From an optimization exercise on the open Yosys and OpenROAD flow, aimed at small area and a short achievable clock period; shortcuts taken in it are not production practice. In this exercise RTL edits were held to simulation tests only and were not proved equivalent to the original. Power figures rest on the tool's default switching activity, not on a simulated workload.

==> inputs of juniper <==
// conv_top
module conv_top (
  input  logic               clk,
  input  logic               rstn,
  input  logic               valid_in,
  input  logic [7:0]         px_in,
  input  logic               kernel_wr,
  input  logic [3:0]         kernel_addr,
  input  logic signed [15:0] kernel_data,
  output logic               valid_out,
  output logic [7:0]         px_out
);
export LEC_CHECK = 0
export ABC_CLOCK_PERIOD_IN_PS = 2500
export CAP_MARGIN = 20
export CORE_MARGIN = 2
export CORE_UTILIZATION = 45
export CTS_CLUSTER_DIAMETER = 110
export CTS_CLUSTER_SIZE = 20
export PLACE_DENSITY = 0.65
export SETUP_SLACK_MARGIN = 5
export SLEW_MARGIN = 20
export SYNTH_HIERARCHICAL = 1
export SYNTH_MINIMUM_KEEP_SIZE = 0
create_clock -name core_clock -period 8.0 [get_ports {clk}]
standard.sh (not shown) runs the stock make flow with config.mk's settings and CLKGATE_MAP_FILE= SYNTH_SCRIPT=/design/flow/synth_recipe.tcl, a recipe that flattens the netlist after the stock synthesis.
==> flow/flow/run.sh <==
#!/bin/bash
# The standard layout, with the port buffers that buffer_ports inserts made
# plain buffers (sky130_fd_sc_hd__buf_4) instead of the default delay buffers.
# The full output of the run goes to standard.log in this folder; ORFS also
# keeps its per-step logs under orfs/logs.
set -euo pipefail
export BUFFER_PORTS_ARGS="-buffer_cell sky130_fd_sc_hd__buf_4"
bash standard.sh > standard.log 2>&1
==> violet (differences from juniper) <==
==> flow/flow/run.sh (replaced) <==
#!/bin/bash
# The standard layout, with two changes to how it is optimised:
#  - the port buffers that buffer_ports inserts are plain buffers
#    (sky130_fd_sc_hd__buf_4) instead of the default delay buffers;
#  - ORFS's timing repair aims for a setup slack of 5.45 ns at the design's
#    clock period (SETUP_SLACK_MARGIN), so that it keeps improving paths
#    the global-route estimate already sees as meeting 3 ns.
# The clock period and constraints are the design's.  The full output of
# the run goes to standard.log in this folder; ORFS also keeps its per-step
# logs under orfs/logs.
set -euo pipefail
export BUFFER_PORTS_ARGS="-buffer_cell sky130_fd_sc_hd__buf_4"
export SETUP_SLACK_MARGIN=5.45
bash standard.sh > standard.log 2>&1
SETUP_SLACK_MARGIN = default   (was 5)
==> flow_metrics.tcl <==
set metrics [dict create \
    multiInputGateArea_sq_um 29500 \
    place_ws_ps 4790 \
    detail_route.wirelength_mm 218 \
    sequentialPower_uw 12200 \
    routed-wl-met3_mm 20.8 \
    drt_first_iter_violations 5843 \
    highest-signal-layer "met4" \
    track_usage_pct 25.4 \
    whs_ps 330 \
    status "no timing/DRC/antenna violations" \
    postCtsSetupRepairBufs 272 \
    setup_ws_ps 5210 \
    cts_buffers 99 \
    clk-insertion-delay-late_ps 780 \
]
# the run above: violet

==> flow_metrics.tcl <==
set metrics [dict create \
    highest-signal-layer "met5" \
    place_ws_ps 4940 \
    drt_first_iter_violations 5552 \
    status "no timing/DRC/antenna violations" \
    clk-insertion-delay-late_ps 800 \
    cts_buffers 100 \
    whs_ps 331 \
]
# the run above: juniper


* * *

==> inputs of run a <==
Starting RTL as in the previous note.
Settings: LEC_CHECK=0, ABC_CLOCK_PERIOD_IN_PS=2500, CAP_MARGIN=20, CORE_MARGIN=2, CORE_UTILIZATION=45, CTS_CLUSTER_DIAMETER=110, CTS_CLUSTER_SIZE=20, PLACE_DENSITY=0.65, SETUP_SLACK_MARGIN=5, SLEW_MARGIN=20, SYNTH_HIERARCHICAL=1, SYNTH_MINIMUM_KEEP_SIZE=0; clock period 8.0 ns.
run.sh (not shown) runs the stock make flow with config.mk's settings and CLKGATE_MAP_FILE= SYNTH_SCRIPT=/design/flow/synth_recipe.tcl, a recipe that flattens the netlist after the stock synthesis.
Stock flow here: none of the scripts above is used.
==> run b: changes against run a <==
==> flow/flow/run.sh (new file) <==
#!/bin/bash
# The standard layout, with two changes to how it is optimised:
#  - the port buffers that buffer_ports inserts are plain buffers
#    (sky130_fd_sc_hd__buf_4) instead of the default delay buffers;
#  - ORFS's timing repair aims for a setup slack of 5.25 ns at the design's
#    clock period (SETUP_SLACK_MARGIN), so that it keeps improving paths
#    the global-route estimate already sees as meeting 3 ns.
# The clock period and constraints are the design's.  The full output of
# the run goes to standard.log in this folder; ORFS also keeps its per-step
# logs under orfs/logs.
set -euo pipefail
export BUFFER_PORTS_ARGS="-buffer_cell sky130_fd_sc_hd__buf_4"
export SETUP_SLACK_MARGIN=5.25
bash standard.sh > standard.log 2>&1
==> flow/standard.sh (new file) <==
#!/bin/bash
# synth_recipe.tcl (not shown) runs the flow's synth.tcl, then flattens the netlist and writes it again
# the make line also repeats each setting of config.mk as NAME=value (left out here)
make -C /OpenROAD-flow-scripts/flow DESIGN_CONFIG=/design/flow/config.mk WORK_HOME=/design/flow/orfs CLKGATE_MAP_FILE= SYNTH_SCRIPT=/design/flow/synth_recipe.tcl "${@:-finish}"
SETUP_SLACK_MARGIN = not set   (was 5)
removed: flow/run.sh
==> run summary <==
In run a the non-clock buffer count is lower than in run b, by 151.
Of run a and run b, run b has the higher worst hold slack (gap 5.7 ps).
Against run b, the final area of run a is smaller by 2.0%.
Against run a, the sequential share of layout area of run b is lower by 0.97 points.
In combinational power, run a and run b hardly differ.
In run b the register-to-register slack is higher than in run a, by 260 ps.
In sequential power, run b and run a hardly differ.
Against run a, the first-iteration DRC count of run b is smaller by about 4%.

-- afterwards: timing with drivers on the ports --
In the flow no input, the clock included, has a driving cell. The finished layouts below were timed again as built, in two steps. Step 1 assumes that a clkbuf_16 drives the clock port and a buf_2 every other input. Step 2 moves the port delays by t, midway between the first and last clock arrival at a register: inputs arrive t later, outputs are due t later. That takes back most of the time a late clock gives input paths. a / b / c = ideal ports / drivers / drivers and shift; a / b = the first two.
run	t, ns	setup WS [ns]	slew at the worst register clock pin (ns)
juniper	0.847	4.976 / 4.976 / 4.976	0.10 / 0.10
violet	0.847	5.208 / 5.110 / 5.274	0.10 / 0.10
run a	0.835	4.964 / 4.964 / 4.964	0.10 / 0.10
run b	0.845	5.177 / 5.094 / 5.218	0.10 / 0.10
After both steps every run listed still meets setup and hold.
